What follows belongs to an exercise in optimizing a design on an open flow for small area and a short achievable clock period; a production flow would make more cautious choices. The RTL was checked by simulation tests, not by an equivalence proof against the original design. No activity file was given, so power comes from the tool's default toggle rates.

===== flow/flow/run.sh =====
#!/bin/bash
# Standard ORFS layout with two changes: the port buffers use the smallest
# plain buffer, and clock tree synthesis clusters up to 20 sinks per leaf
# buffer without dummy loads (fewer clock buffers).
set -e
export BUFFER_PORTS_ARGS="-buffer_cell sky130_fd_sc_hd__buf_1"
export CTS_ARGS="-sink_clustering_enable -repair_clock_nets -dont_use_dummy_load -sink_clustering_size 20 -sink_clustering_max_diameter 100"
bash standard.sh > standard.log 2>&1

===== flow/standard.sh =====
#!/bin/bash
# synth_recipe.tcl (not shown) runs the flow's synth.tcl, then flattens the netlist and writes it again
# the make line also repeats each setting of config.mk as NAME=value (left out here)
make -C /OpenROAD-flow-scripts/flow DESIGN_CONFIG=/design/flow/config.mk WORK_HOME=/design/flow/orfs CLKGATE_MAP_FILE= SYNTH_SCRIPT=/design/flow/synth_recipe.tcl "${@:-finish}"

===== flow/config.mk =====
export PLATFORM = sky130hd
export DESIGN_NAME = mult_mat_vec_mac
export DESIGN_NICKNAME = mult_mat_vec_mac
export VERILOG_FILES = /design/flow/design.v
export SDC_FILE = /design/flow/constraint.sdc
export NUM_CORES = 4
export LEC_CHECK = 0
export ABC_CLOCK_PERIOD_IN_PS = 1500
export CAP_MARGIN = 20
export CORE_MARGIN = 2
export CORE_UTILIZATION = 50
export PLACE_DENSITY = 0.7
export SETUP_SLACK_MARGIN = 3.0
export SLEW_MARGIN = 20

===== flow/constraint.sdc =====
create_clock -name core_clock -period 5.0 [get_ports {clk}]
set_input_delay 1.0000 -clock core_clock [delete_from_list [all_inputs] [get_ports {clk}]]
set_output_delay 1.0000 -clock core_clock [all_outputs]
set_load 0.01 [all_outputs]

===== flow/design.v =====
module mult_mat_vec_mac #(
    parameter Mdata = 8,
    Ndata = 8,
    Nbits = 8
) (
    input [Mdata*Ndata*Nbits-1:0] M,
    input [Ndata*Nbits-1:0] X,
    input clk,
    input reset,
    output reg [Mdata*(2*Nbits)-1:0] out
);
    reg [511:0] mr;
    reg [31:0] sa, sb, sy;
    reg [63:0] xr;
    reg [35:0] yr;
    reg [9:0] ph;
    reg [8*19-1:0] qr;
    reg [87:0] sr, cr;
    wire [8*19-1:0] q;
    wire [7:0] bo;
    wire [87:0] so, co;
    integer e, k, p;
    always @(posedge clk) begin
        for (e = 0; e < 64; e = e + 1) begin
            for (k = 1; k < 7; k = k + 1)
                mr[e*8+k] <= reset ? M[e*8+k] : mr[e*8+k+1];
            mr[e*8+7] <= M[e*8+7];
        end
        for (e = 0; e < 32; e = e + 1) begin
            sa[e] <= reset ? (M[(2*e)*8] & ~M[(2*e+1)*8]) : (mr[(2*e)*8+1] & ~mr[(2*e+1)*8+1]);
            sb[e] <= reset ? (~M[(2*e)*8] & M[(2*e+1)*8]) : (~mr[(2*e)*8+1] & mr[(2*e+1)*8+1]);
            sy[e] <= reset ? (M[(2*e)*8] & M[(2*e+1)*8]) : (mr[(2*e)*8+1] & mr[(2*e+1)*8+1]);
        end
        if (reset) begin
            xr <= X;
            for (p = 0; p < 4; p = p + 1)
                yr[p*9 +: 9] <= {1'b0, X[(2*p)*8 +: 8]} + {1'b0, X[(2*p+1)*8 +: 8]};
        end
        ph <= {ph[8:0] & {9{~reset}}, reset};
        qr <= q;
        sr <= ph[0] ? 88'b0 : so;
        cr <= ph[0] ? 88'b0 : co;
    end
    genvar i, b;
    for (i = 0; i < 8; i = i + 1) begin : row
        mv_pp s1 (.sa(sa[i*4 +: 4]), .sb(sb[i*4 +: 4]), .sy(sy[i*4 +: 4]),
                  .x(xr), .y(yr), .q(q[i*19 +: 19]));
        mv_acc s2 (
            .q(qr[i*19 +: 19]), .s(sr[i*11 +: 11]), .c(cr[i*11 +: 11]),
            .bo(bo[i]), .so(so[i*11 +: 11]), .co(co[i*11 +: 11])
        );
        for (b = 0; b < 8; b = b + 1) begin : lo
            always @(posedge clk)
                if (ph[b+1]) out[i*16+b] <= bo[i];
        end
        always @(posedge clk)
            if (ph[9]) out[i*16+8 +: 8] <= sr[i*11 +: 8] + cr[i*11 +: 8];
    end
endmodule
module mv_pp (
  input  [3:0] sa,
  input  [3:0] sb,
  input  [3:0] sy,
  input  [63:0] x,
  input  [35:0] y,
  output [18:0] q
);
  wire [8:0] pp0 = ({9{sa[0]}} & {1'b0, x[7:0]}) | ({9{sb[0]}} & {1'b0, x[15:8]}) | ({9{sy[0]}} & y[8:0]);
  wire [8:0] pp1 = ({9{sa[1]}} & {1'b0, x[23:16]}) | ({9{sb[1]}} & {1'b0, x[31:24]}) | ({9{sy[1]}} & y[17:9]);
  wire [8:0] pp2 = ({9{sa[2]}} & {1'b0, x[39:32]}) | ({9{sb[2]}} & {1'b0, x[47:40]}) | ({9{sy[2]}} & y[26:18]);
  wire [8:0] pp3 = ({9{sa[3]}} & {1'b0, x[55:48]}) | ({9{sb[3]}} & {1'b0, x[63:56]}) | ({9{sy[3]}} & y[35:27]);
  wire u1 = pp0[0] ^ pp1[0] ^ pp2[0];
  wire u2 = (pp0[0] & pp1[0]) | (pp0[0] & pp2[0]) | (pp1[0] & pp2[0]);
  wire u3 = pp0[1] ^ pp1[1] ^ pp2[1];
  wire u4 = (pp0[1] & pp1[1]) | (pp0[1] & pp2[1]) | (pp1[1] & pp2[1]);
  wire u5 = pp3[1] ^ u2 ^ u3;
  wire u6 = (pp3[1] & u2) | (pp3[1] & u3) | (u2 & u3);
  wire u7 = pp0[2] ^ pp1[2] ^ pp2[2];
  wire u8 = (pp0[2] & pp1[2]) | (pp0[2] & pp2[2]) | (pp1[2] & pp2[2]);
  wire u9 = pp3[2] ^ u4 ^ u7;
  wire u10 = (pp3[2] & u4) | (pp3[2] & u7) | (u4 & u7);
  wire u11 = pp0[3] ^ pp1[3] ^ pp2[3];
  wire u12 = (pp0[3] & pp1[3]) | (pp0[3] & pp2[3]) | (pp1[3] & pp2[3]);
  wire u13 = pp3[3] ^ u11 ^ u8;
  wire u14 = (pp3[3] & u11) | (pp3[3] & u8) | (u11 & u8);
  wire u15 = pp0[4] ^ pp1[4] ^ pp2[4];
  wire u16 = (pp0[4] & pp1[4]) | (pp0[4] & pp2[4]) | (pp1[4] & pp2[4]);
  wire u17 = pp3[4] ^ u12 ^ u15;
  wire u18 = (pp3[4] & u12) | (pp3[4] & u15) | (u12 & u15);
  wire u19 = pp0[5] ^ pp1[5] ^ pp2[5];
  wire u20 = (pp0[5] & pp1[5]) | (pp0[5] & pp2[5]) | (pp1[5] & pp2[5]);
  wire u21 = pp3[5] ^ u16 ^ u19;
  wire u22 = (pp3[5] & u16) | (pp3[5] & u19) | (u16 & u19);
  wire u23 = pp0[6] ^ pp1[6] ^ pp2[6];
  wire u24 = (pp0[6] & pp1[6]) | (pp0[6] & pp2[6]) | (pp1[6] & pp2[6]);
  wire u25 = pp3[6] ^ u20 ^ u23;
  wire u26 = (pp3[6] & u20) | (pp3[6] & u23) | (u20 & u23);
  wire u27 = pp0[7] ^ pp1[7] ^ pp2[7];
  wire u28 = (pp0[7] & pp1[7]) | (pp0[7] & pp2[7]) | (pp1[7] & pp2[7]);
  wire u29 = pp3[7] ^ u24 ^ u27;
  wire u30 = (pp3[7] & u24) | (pp3[7] & u27) | (u24 & u27);
  wire u31 = pp0[8] ^ pp1[8] ^ pp2[8];
  wire u32 = (pp0[8] & pp1[8]) | (pp0[8] & pp2[8]) | (pp1[8] & pp2[8]);
  wire u33 = pp3[8] ^ u28 ^ u31;
  wire u34 = (pp3[8] & u28) | (pp3[8] & u31) | (u28 & u31);
  assign q[0] = pp3[0];   
  assign q[1] = u1;   
  assign q[2] = u5;   
  assign q[3] = u6;   
  assign q[4] = u9;   
  assign q[5] = u10;   
  assign q[6] = u13;   
  assign q[7] = u14;   
  assign q[8] = u17;   
  assign q[9] = u18;   
  assign q[10] = u21;   
  assign q[11] = u22;   
  assign q[12] = u25;   
  assign q[13] = u26;   
  assign q[14] = u29;   
  assign q[15] = u30;   
  assign q[16] = u33;   
  assign q[17] = u32;   
  assign q[18] = u34;   
endmodule
module mv_acc (
  input  [18:0] q,
  input  [10:0] s,
  input  [10:0] c,
  output bo,
  output [10:0] so,
  output [10:0] co
);
  wire v1 = c[0] ^ q[0] ^ q[1];
  wire v2 = (c[0] & q[0]) | (c[0] & q[1]) | (q[0] & q[1]);
  wire v3 = s[0] ^ v1;
  wire v4 = s[0] & v1;
  wire v5 = c[1] ^ q[2] ^ s[1];
  wire v6 = (c[1] & q[2]) | (c[1] & s[1]) | (q[2] & s[1]);
  wire v7 = v2 ^ v5;
  wire v8 = v2 & v5;
  wire v9 = c[2] ^ q[3] ^ q[4];
  wire v10 = (c[2] & q[3]) | (c[2] & q[4]) | (q[3] & q[4]);
  wire v11 = s[2] ^ v6 ^ v9;
  wire v12 = (s[2] & v6) | (s[2] & v9) | (v6 & v9);
  wire v13 = c[3] ^ q[5] ^ q[6];
  wire v14 = (c[3] & q[5]) | (c[3] & q[6]) | (q[5] & q[6]);
  wire v15 = s[3] ^ v10 ^ v13;
  wire v16 = (s[3] & v10) | (s[3] & v13) | (v10 & v13);
  wire v17 = c[4] ^ q[7] ^ q[8];
  wire v18 = (c[4] & q[7]) | (c[4] & q[8]) | (q[7] & q[8]);
  wire v19 = s[4] ^ v14 ^ v17;
  wire v20 = (s[4] & v14) | (s[4] & v17) | (v14 & v17);
  wire v21 = c[5] ^ q[10] ^ q[9];
  wire v22 = (c[5] & q[10]) | (c[5] & q[9]) | (q[10] & q[9]);
  wire v23 = s[5] ^ v18 ^ v21;
  wire v24 = (s[5] & v18) | (s[5] & v21) | (v18 & v21);
  wire v25 = c[6] ^ q[11] ^ q[12];
  wire v26 = (c[6] & q[11]) | (c[6] & q[12]) | (q[11] & q[12]);
  wire v27 = s[6] ^ v22 ^ v25;
  wire v28 = (s[6] & v22) | (s[6] & v25) | (v22 & v25);
  wire v29 = c[7] ^ q[13] ^ q[14];
  wire v30 = (c[7] & q[13]) | (c[7] & q[14]) | (q[13] & q[14]);
  wire v31 = s[7] ^ v26 ^ v29;
  wire v32 = (s[7] & v26) | (s[7] & v29) | (v26 & v29);
  wire v33 = c[8] ^ q[15] ^ q[16];
  wire v34 = (c[8] & q[15]) | (c[8] & q[16]) | (q[15] & q[16]);
  wire v35 = s[8] ^ v30 ^ v33;
  wire v36 = (s[8] & v30) | (s[8] & v33) | (v30 & v33);
  wire v37 = c[9] ^ q[17] ^ q[18];
  wire v38 = (c[9] & q[17]) | (c[9] & q[18]) | (q[17] & q[18]);
  wire v39 = s[9] ^ v34 ^ v37;
  wire v40 = (s[9] & v34) | (s[9] & v37) | (v34 & v37);
  wire v41 = c[10] ^ s[10] ^ v38;
  wire v42 = (c[10] & s[10]) | (c[10] & v38) | (s[10] & v38);
  assign bo = v3;
  assign so[0] = v4;
  assign co[0] = v7;
  assign so[1] = v8;
  assign co[1] = v11;
  assign so[2] = v12;
  assign co[2] = v15;
  assign so[3] = v16;
  assign co[3] = v19;
  assign so[4] = v20;
  assign co[4] = v23;
  assign so[5] = v24;
  assign co[5] = v27;
  assign so[6] = v28;
  assign co[6] = v31;
  assign so[7] = v32;
  assign co[7] = v35;
  assign so[8] = v36;
  assign co[8] = v39;
  assign so[9] = v40;
  assign co[9] = v41;
  assign so[10] = v42;
  assign co[10] = 1'b0;
endmodule

==> impl_results.md, run 1 <==
* Avg Cell Area, Syn at 13.4 µm²
* Port Buffers at 705
* Pwr/cell area at 468 nW/µm²
* # clock sinks at 1102
* Syn nets at 4355
* Synthesized area at 45100 µm²
* PnR worst setup slack at 2.60 ns
* Yosys warnings at 1
* Final instance area at 51400 µm²
* Largest net degree at the start of global routing at 144
* Synth Flop Type: dfxtp_1
* Clock skew at 0.0936 ns
* Placement row count at 110
* Detailed Routing Iterations Pass 1 at 16
* Cell mode on critical path: fa_2
* Setup-failing EPs final at 0
* Area of the multi-input gates at 19100 µm²
* Layout Cells excl Fill at 5157
* Tcrit/Tclk final at 48.1%
* Share of post-route cells with drive strength above 1 at 20.4%
* Post-synth top area cell: dfxtp_1
* Die ar. at 92600 µm²
* Slew Limit Fails at 0
* Dpl hpwl at 96.7 mm
* DR iter-0 viols at 4344
* Hold Path Class: input port to register
* Fmax achieved at 416 MHz
* Outcome: no timing/DRC/antenna violations
* First-pass GRT wire length at 179 mm
* Number of synthesized flops with an enable pin at 228
* Least-Margin Pin Slew at 0.887 ns
* CTS tree: done
* Clk latency of the worst-skew pair at 0.68 ns
* CP cell instances: buf_6, a222oi_1, fa_2, inv_2, fa_2
* Post-synth ARST share at 0%
* Most numerous cell in the Yosys netlist: dfxtp_1
* Clock period minus worst slack at 2.40 ns
* Via density at 5.58
* Final setup TNS at 0 ns
* Critical Path AT at 2.92 ns
* All-Layer GR Usage at 25.7%
* CP Class: register to register
* Fillers at 7437
* Slew margin rel. at 40.8%
* Initial Util at 50.2%
* Worst slack, placed at 2.01 ns
* CTS clk-pin slew, worst paths at 0.08 ns
* Synth Instances at 3373
* Placed insts at 4999
* CP Max Fanout at 8
* Max stage delay on crit path at 0.59 ns
* Antenna violations before repair at 25
* Area after DPL at 48500 µm²
* Post-CTS Hold Buffers at 0
* Slowest CP cell: fa_2
* Die width at 304 µm
* Top cells by area, synth: dfxtp_1, edfxtp_1, fa_1, mux2_2, a222oi_1
* RSZ-0062 raised after global routing: yes
* DRC viols at 0
* Root Driver: clkbuf_16
* CTS HTree Levels at 2
* Clk buf depth at 3
* Crit path capture type: register
* Final Hold Vio Count at 0
* Vias at 28800
* CTS buffer count at 61
* Die height at 304 µm
* Sequential-to-total area share from yosys stat at 54.0%
* Layout Nets at 4952
* Area Overhead vs Synth at 13.9%
* Core Box Area at 89700 µm²
* Share of the synthesized area in the top cell type at 38.8%
* Ports at 706
* Number of global-route vias before repair at 29000
* Post-synth top cells: dfxtp_1, fa_1, mux2_2
* Synth Register Bits at 1102
* Drt total wl at 123 mm
* Number of distinct library cells after synthesis at 50
* GR Overflow Total at 0
* FF/Latch Area at 24400 µm²
* Startpoint types: register
* WP data required at 5.52 ns
* Number of max-cap violations at 0
* Routed len/inst at 23.8 µm
* Post-route ant nets at 0
* Max VDD drop at 0.340 mV
* Static leakage at 20.7 nW
* Overall power at 0.0241 W
* Global placement routability congestion at 1.01
## critical path, delay by kind of cell (launching register included)
family	cells	cell delay [ns]
AOI/OAI and AO/OA	1	0.58
adders and majority gates	2	1.00
DFF	1	0.42
buffers and inverters	2	0.24
## final cells by class
cell class,count,area share [%]
multi-input cells,1749,37.3
inverters,252,1.84
clock buffers,61,2.97
repair buffers,804,7.43
well taps,1176,2.87
diodes,13,0.0633
flip-flops and latches,1102,47.6
## placed cells by master, fill, tap and decap left out, types with 59 or more instances in the layout
| master | synthesis | layout |
|---|---|---|
| fa_2 | 0 | 80 |
| dfxtp_2 | 0 | 60 |
| edfxtp_1 | 228 | 228 |
| ha_1 | 112 | 98 |
| mux2_2 | 284 | 284 |
| fa_1 | 292 | 212 |
| clkbuf_16 | 0 | 62 |
| clkbuf_2 | 0 | 101 |
| a222oi_1 | 256 | 256 |
| nor2b_1 | 179 | 176 |
| inv_1 | 252 | 203 |
| mux2_1 | 100 | 100 |
| buf_4 | 14 | 59 |
| dfxtp_1 | 874 | 813 |
| buf_1 | 34 | 586 |
## cell families after synthesis
family / after synthesis / share of synthesized area, %
buf+inv: 522 / 4.59
flops: 1102 / 54.0
mux: 384 / 9.59
compound gates: 478 / 8.99
simple gates: 408 / 5.30
xor+xnor: 75 / 1.46
fa+ha+maj: 404 / 16.1
## per-stage QoR
stage	utilization [%]	hold WS, ns
2_1_floorplan	-	0.410
3_3_place_gp	54.0	0.412
3_5_place_dp	54.0	0.418
4_1_cts	56.7	0.361
5_1_grt	57.2	0.372
6_report	57.2	0.399
## layer usage
layer / global-route usage [%] / share of wire (%)
met2: 45.2 / 49
met1: 31.2 / 38
met4: 10.3 / 4.7
met3: 4.81 / 8.3
met5: 0 / 0.077
## final timing paths
path | startpoint | end | slack (ns) | cells after the start
worst min-delay path | M[375] | mr[375]$_DFF_P_ | 0.40 | 1
worst max register to register | xr[18]$_DFFE_PP_ | qr[23]$_DFF_P_ | 2.60 | 5
worst min register to register | mr[140]$_DFF_P_ | mr[139]$_DFF_P_ | 0.43 | 1
worst max-delay path | xr[18]$_DFFE_PP_ | qr[23]$_DFF_P_ | 2.60 | 5
## registers in the layout, summed over array words and instances, names as in the netlist
| name | cells |
|---|---|
| cr | 80 |
| mr | 448 |
| out | 128 |
| ph | 10 |
| qr | 152 |
| sa | 32 |
| sb | 32 |
| sr | 88 |
| sy | 32 |
| xr | 64 |
| yr | 36 |
## what timing repair did
action,CTS,global route
pin swaps,155,101
resized for setup,165,200
cloned,0,1
endpoints found under the setup margin,629,344
hold endpoints to repair,0,0
buffers inserted,76,7
## power breakdown
group / switching, W / internal (W) / leakage [nW]
sequential: 0.00127 / 0.0109 / 9.47
clock: 0.00274 / 0.00215 / 0.752
combinational: 0.00349 / 0.00346 / 10.5
==> inputs of run 2 (changes only) <==
==> flow/flow/run.sh (replaced) <==
#!/bin/bash
# Standard ORFS layout with two changes: the port buffers use the smallest
# plain buffer, and clock tree synthesis clusters up to 24 sinks per leaf
# buffer without dummy loads (fewer clock buffers).
set -e
export BUFFER_PORTS_ARGS="-buffer_cell sky130_fd_sc_hd__buf_1"
export CTS_ARGS="-sink_clustering_enable -repair_clock_nets -dont_use_dummy_load -sink_clustering_size 24 -sink_clustering_max_diameter 100"
bash standard.sh > standard.log 2>&1
--- a/flow/config.mk
+++ b/flow/config.mk
@@ -7,8 +7,8 @@
 export LEC_CHECK = 0
-export ABC_CLOCK_PERIOD_IN_PS = 1500
+export ABC_CLOCK_PERIOD_IN_PS = 1000
 export CAP_MARGIN = 20
 export CORE_MARGIN = 2
-export CORE_UTILIZATION = 50
-export PLACE_DENSITY = 0.7
-export SETUP_SLACK_MARGIN = 3.0
+export CORE_UTILIZATION = 40
+export PLACE_DENSITY = 0.6
+export SETUP_SLACK_MARGIN = 3.3
 export SLEW_MARGIN = 20
==> impl_results.md, run 2 <==
* Outcome: no timing/DRC/antenna violations (unchanged)
* Crit path from: xr[34]$_DFFE_PP_ (was xr[18]$_DFFE_PP_)
* Post-synth ARST share at 0% (unchanged)
* CP Buf/Inv Count at 2 (unchanged)
* Most common cell after layout, fill and taps aside: dfxtp_1 (unchanged)
* Via density at 5.21 (was 5.58)
* CP cell instances: buf_4, a222oi_1, fa_1, inv_1, fa_1 (was buf_6, a222oi_1, fa_2, inv_2, fa_2)
* Root Driver: clkbuf_16 (unchanged)
* # clock sinks at 1102 (unchanged)
* Startpoint types: register (unchanged)
* Number of global-route vias before repair at 29600 (was 29000)
* First-pass GRT wire length at 191 mm (was 179 mm)
* Max stage delay on crit path at 0.57 ns (was 0.59 ns)
* Worst r2r path cells at 5 (unchanged)
* Reg2Reg Launch Point: xr[34]$_DFFE_PP_ (was xr[18]$_DFFE_PP_)
* Largest net degree at the start of global routing at 115 (was 144)
* Clk buf depth at 3 (unchanged)
* Die ar. at 115000 µm² (was 92600 µm²)
* PnR worst setup slack at 2.41 ns (was 2.60 ns)
* WP data required at 5.47 ns (was 5.52 ns)
* Post-synth top cells: dfxtp_1, fa_1, mux2_2 (unchanged)
* Slew Limit Fails at 0 (unchanged)
* Cell mode on critical path: fa_1 (was fa_2)
* Syn nets at 4355 (unchanged)
* Static leakage at 21.4 nW (was 20.7 nW)
* Sequential-to-total area share from yosys stat at 54.0% (unchanged)
* Slew margin rel. at 34.5% (was 40.8%)
* Post-route ant nets at 0 (unchanged)
* Routed len/inst at 23.7 µm (was 23.8 µm)
* CTS buffer count at 53 (was 61)
* Critical Path AT at 3.06 ns (was 2.92 ns)
* CP Depth at 5 (unchanged)
* Slowest CP cell: edfxtp_1 (was fa_2)
* Hold Path Class: input port to register (unchanged)
* Port Buffers at 705 (unchanged)
* Fmax achieved at 387 MHz (was 416 MHz)
* Largest regs: mr x448, qr x152, out x128 (unchanged)
* Clock skew at 0.104 ns (was 0.0936 ns)
* Global placement routability congestion at 0.954 (was 1.01)
* Least-Margin Pin Slew at 0.974 ns (was 0.887 ns)
* Drt total wl at 131 mm (was 123 mm)
* Final Util at 47.5% (was 57.2%)
* Die width at 340 µm (was 304 µm)
* Worst Hold Depth at 1 (unchanged)
* CTS tree: done (unchanged)
* CTS HTree Levels at 2 (unchanged)
* Clock period minus worst slack at 2.59 ns (was 2.40 ns)
* CTS clk-pin slew, worst paths at 0.10 ns (was 0.08 ns)
* GR Overflow Total at 0 (unchanged)
* Max reg flops at 448 (unchanged)
* Dpl hpwl at 101 mm (was 96.7 mm)
* Number of synthesized flops with an enable pin at 228 (unchanged)
* Setup-failing EPs final at 0 (unchanged)
* CP Class: register to register (unchanged)
* Vias at 28800 (about the same)
* HP Start: M[55] (was M[375])
* Largest Register: mr (unchanged)
* Pwr/cell area at 456 nW/µm² (was 468 nW/µm²)
* DR iter-0 viols at 3660 (was 4344)
* Antenna violations before repair at 17 (was 25)
* All-Layer GR Usage at 22.3% (was 25.7%)
* Synth Instances at 3373 (unchanged)
* Top cells by area, synth: dfxtp_1, edfxtp_1, fa_1, mux2_2, a222oi_1 (unchanged)
* Die height at 340 µm (was 304 µm)
* Worst slack, placed at 1.80 ns (was 2.01 ns)
* Final setup TNS at 0 ns (unchanged)
* DRC viols at 0 (unchanged)
* Number of max-cap violations at 0 (unchanged)
* Max VDD drop at 0.267 mV (was 0.340 mV)
* Overall power at 0.0243 W (was 0.0241 W)
* Yosys warnings at 1 (unchanged)
* Synthesized area at 45100 µm² (unchanged)
* Clk latency of the worst-skew pair at 0.70 ns (was 0.68 ns)
* Post-synth top area cell: dfxtp_1 (unchanged)
* Family with the most delay on the worst path: adder cells (unchanged)
* Layout Nets at 4998 (was 4952)
* Share of the synthesized area in the top cell type at 38.8% (unchanged)
* Number of distinct library cells after synthesis at 50 (unchanged)
* Detailed Routing Iterations Pass 1 at 15 (was 16)
* Most frequent cells in the layout: dfxtp_1, buf_1, mux2_2 (unchanged)
* RSZ-0062 raised after global routing: yes (unchanged)
* Share of post-route cells with drive strength above 1 at 27.7% (was 20.4%)
* Most numerous cell in the Yosys netlist: dfxtp_1 (unchanged)
* Core Box Area at 112000 µm² (was 89700 µm²)
* Crit path capture type: register (unchanged)
* Synth Register Bits at 1102 (unchanged)
* Tcrit/Tclk final at 51.7% (was 48.1%)
* CP Max Fanout at 4 (was 8)
* Fillers at 10100 (was 7437)
* Layout Cells excl Fill at 5524 (was 5157)
* Area Overhead vs Synth at 18.2% (was 13.9%)
* Post-CTS Hold Buffers at 0 (unchanged)
* Synth Flop Type: dfxtp_1 (unchanged)
* Placement row count at 123 (was 110)
* Placed insts at 5323 (was 4999)
* Ports at 706 (unchanged)
* Initial Util at 40.2% (was 50.2%)
* Avg Cell Area, Syn at 13.4 µm² (unchanged)
* Final Hold Vio Count at 0 (unchanged)
run 2: cell types whose count changed in the layout (fill, tap and decap cells not counted), moves of 28 or more:
cell and change:
mux2_1 -100, mux2_4 +100, dfxtp_1 -41, buf_4 +35, ha_1 -32, ha_4 +28
run 2: path summary, 6_finish.rpt:
kind                                        to  slack (ns)
worst max-delay path             qr[4]$_DFF_P_        2.41
worst min-delay path            mr[55]$_DFF_P_        0.39
worst max register to register   qr[4]$_DFF_P_        2.41
worst min register to register  sb[20]$_DFF_P_        0.44
run 2: layout make-up:
class / instances / area (µm²) / share of cell area, %
diodes: 10 / 25.0 / 0.0470
clock buffers: 53 / 1330 / 2.49
inverters: 252 / 946 / 1.78
multi-input cells: 1749 / 20200 / 37.9
flip-flops and latches: 1102 / 24500 / 46.0
well taps: 1500 / 1880 / 3.52
repair buffers: 858 / 4410 / 8.27
run 2: stage by stage:
step | hold slack, ns | cell area, µm²
floorplan | 0.411 | 46300
global placement | 0.426 | 49400
detailed placement | 0.429 | 49400
CTS | 0.332 | 52400
global route | 0.352 | 53300
finish | 0.387 | 53300
run 2: power breakdown:
| group | switching, W | internal, W |
|---|---|---|
| Sequential | 0.00135 | 0.0110 |
| Clock | 0.00272 | 0.00189 |
| Combinational | 0.00356 | 0.00377 |
| Total | 0.00763 | 0.0167 |
run 2: cells by family after synthesis:
group | count (synthesis) | synth area share, %
and+or+nand+nor | 408 | 5.30
DFF | 1102 | 54.0
adders and majority gates | 404 | 16.1
xor gates and xnor gates | 75 | 1.46
muxes | 384 | 9.59
AOI/OAI and AO/OA | 478 | 8.99
buffers and inverters | 522 | 4.59
run 2: layer usage:
| metal | GRT usage, % | up-vias | wire length (µm) |
|---|---|---|---|
| li1 | - | 13100 | - |
| met1 | 25.9 | 13900 | 49300 |
| met2 | 38.6 | 1384 | 64100 |
| met3 | 5.01 | 368 | 9930 |
| met4 | 11.4 | 8 | 7600 |
| met5 | 0 | - | 41 |
run 2: repair_timing:
item                                    in CTS  in global routing
gates resized for setup                    335                223
cloned                                       1                  0
buffers inserted                           110                 27
endpoints found under the setup margin     871                310
endpoints found under the hold margin        0                  0
pin swaps                                  223                143
run 2: worst reg2reg max path, delay by kind of cell (launching register included):
family / cells / cell delay (ns)
compound gates: 1 / 0.47
flops: 1 / 0.57
buf+inv: 2 / 0.36
fa+ha+maj: 2 / 0.97

static timing again, ports no longer ideal:
The results above use ideal ports. As a check the final layouts listed here were re-extracted and re-timed, cells and wires unchanged. Step 1 sets driving cells, clkbuf_16 on the clock port and buf_2 on the other inputs (assumed; they add their load-dependent delay and slew). Step 2 moves the port delays by t, midway between the first and last clock arrival at a register: inputs arrive t later, outputs are due t later. That takes back most of the time a late clock gives input paths. Three values: ideal, step 1, step 2; two values: the first two.
run | t, ns | setup WS [ns] | latest minus earliest clock arrival (ns) | cell pins on the clock port's net
run 1 | 0.707 | 2.595 / 2.595 / 2.296 | 0.099 / 0.099 | 1
run 2 | 0.720 | 2.414 / 2.414 / 2.411 | 0.113 / 0.112 | 1
After both steps setup and hold are still met in every run listed. For run 1, which loses most, drivers alone change the setup slack by 0.000 ns; drivers and shift together by -0.299 ns.
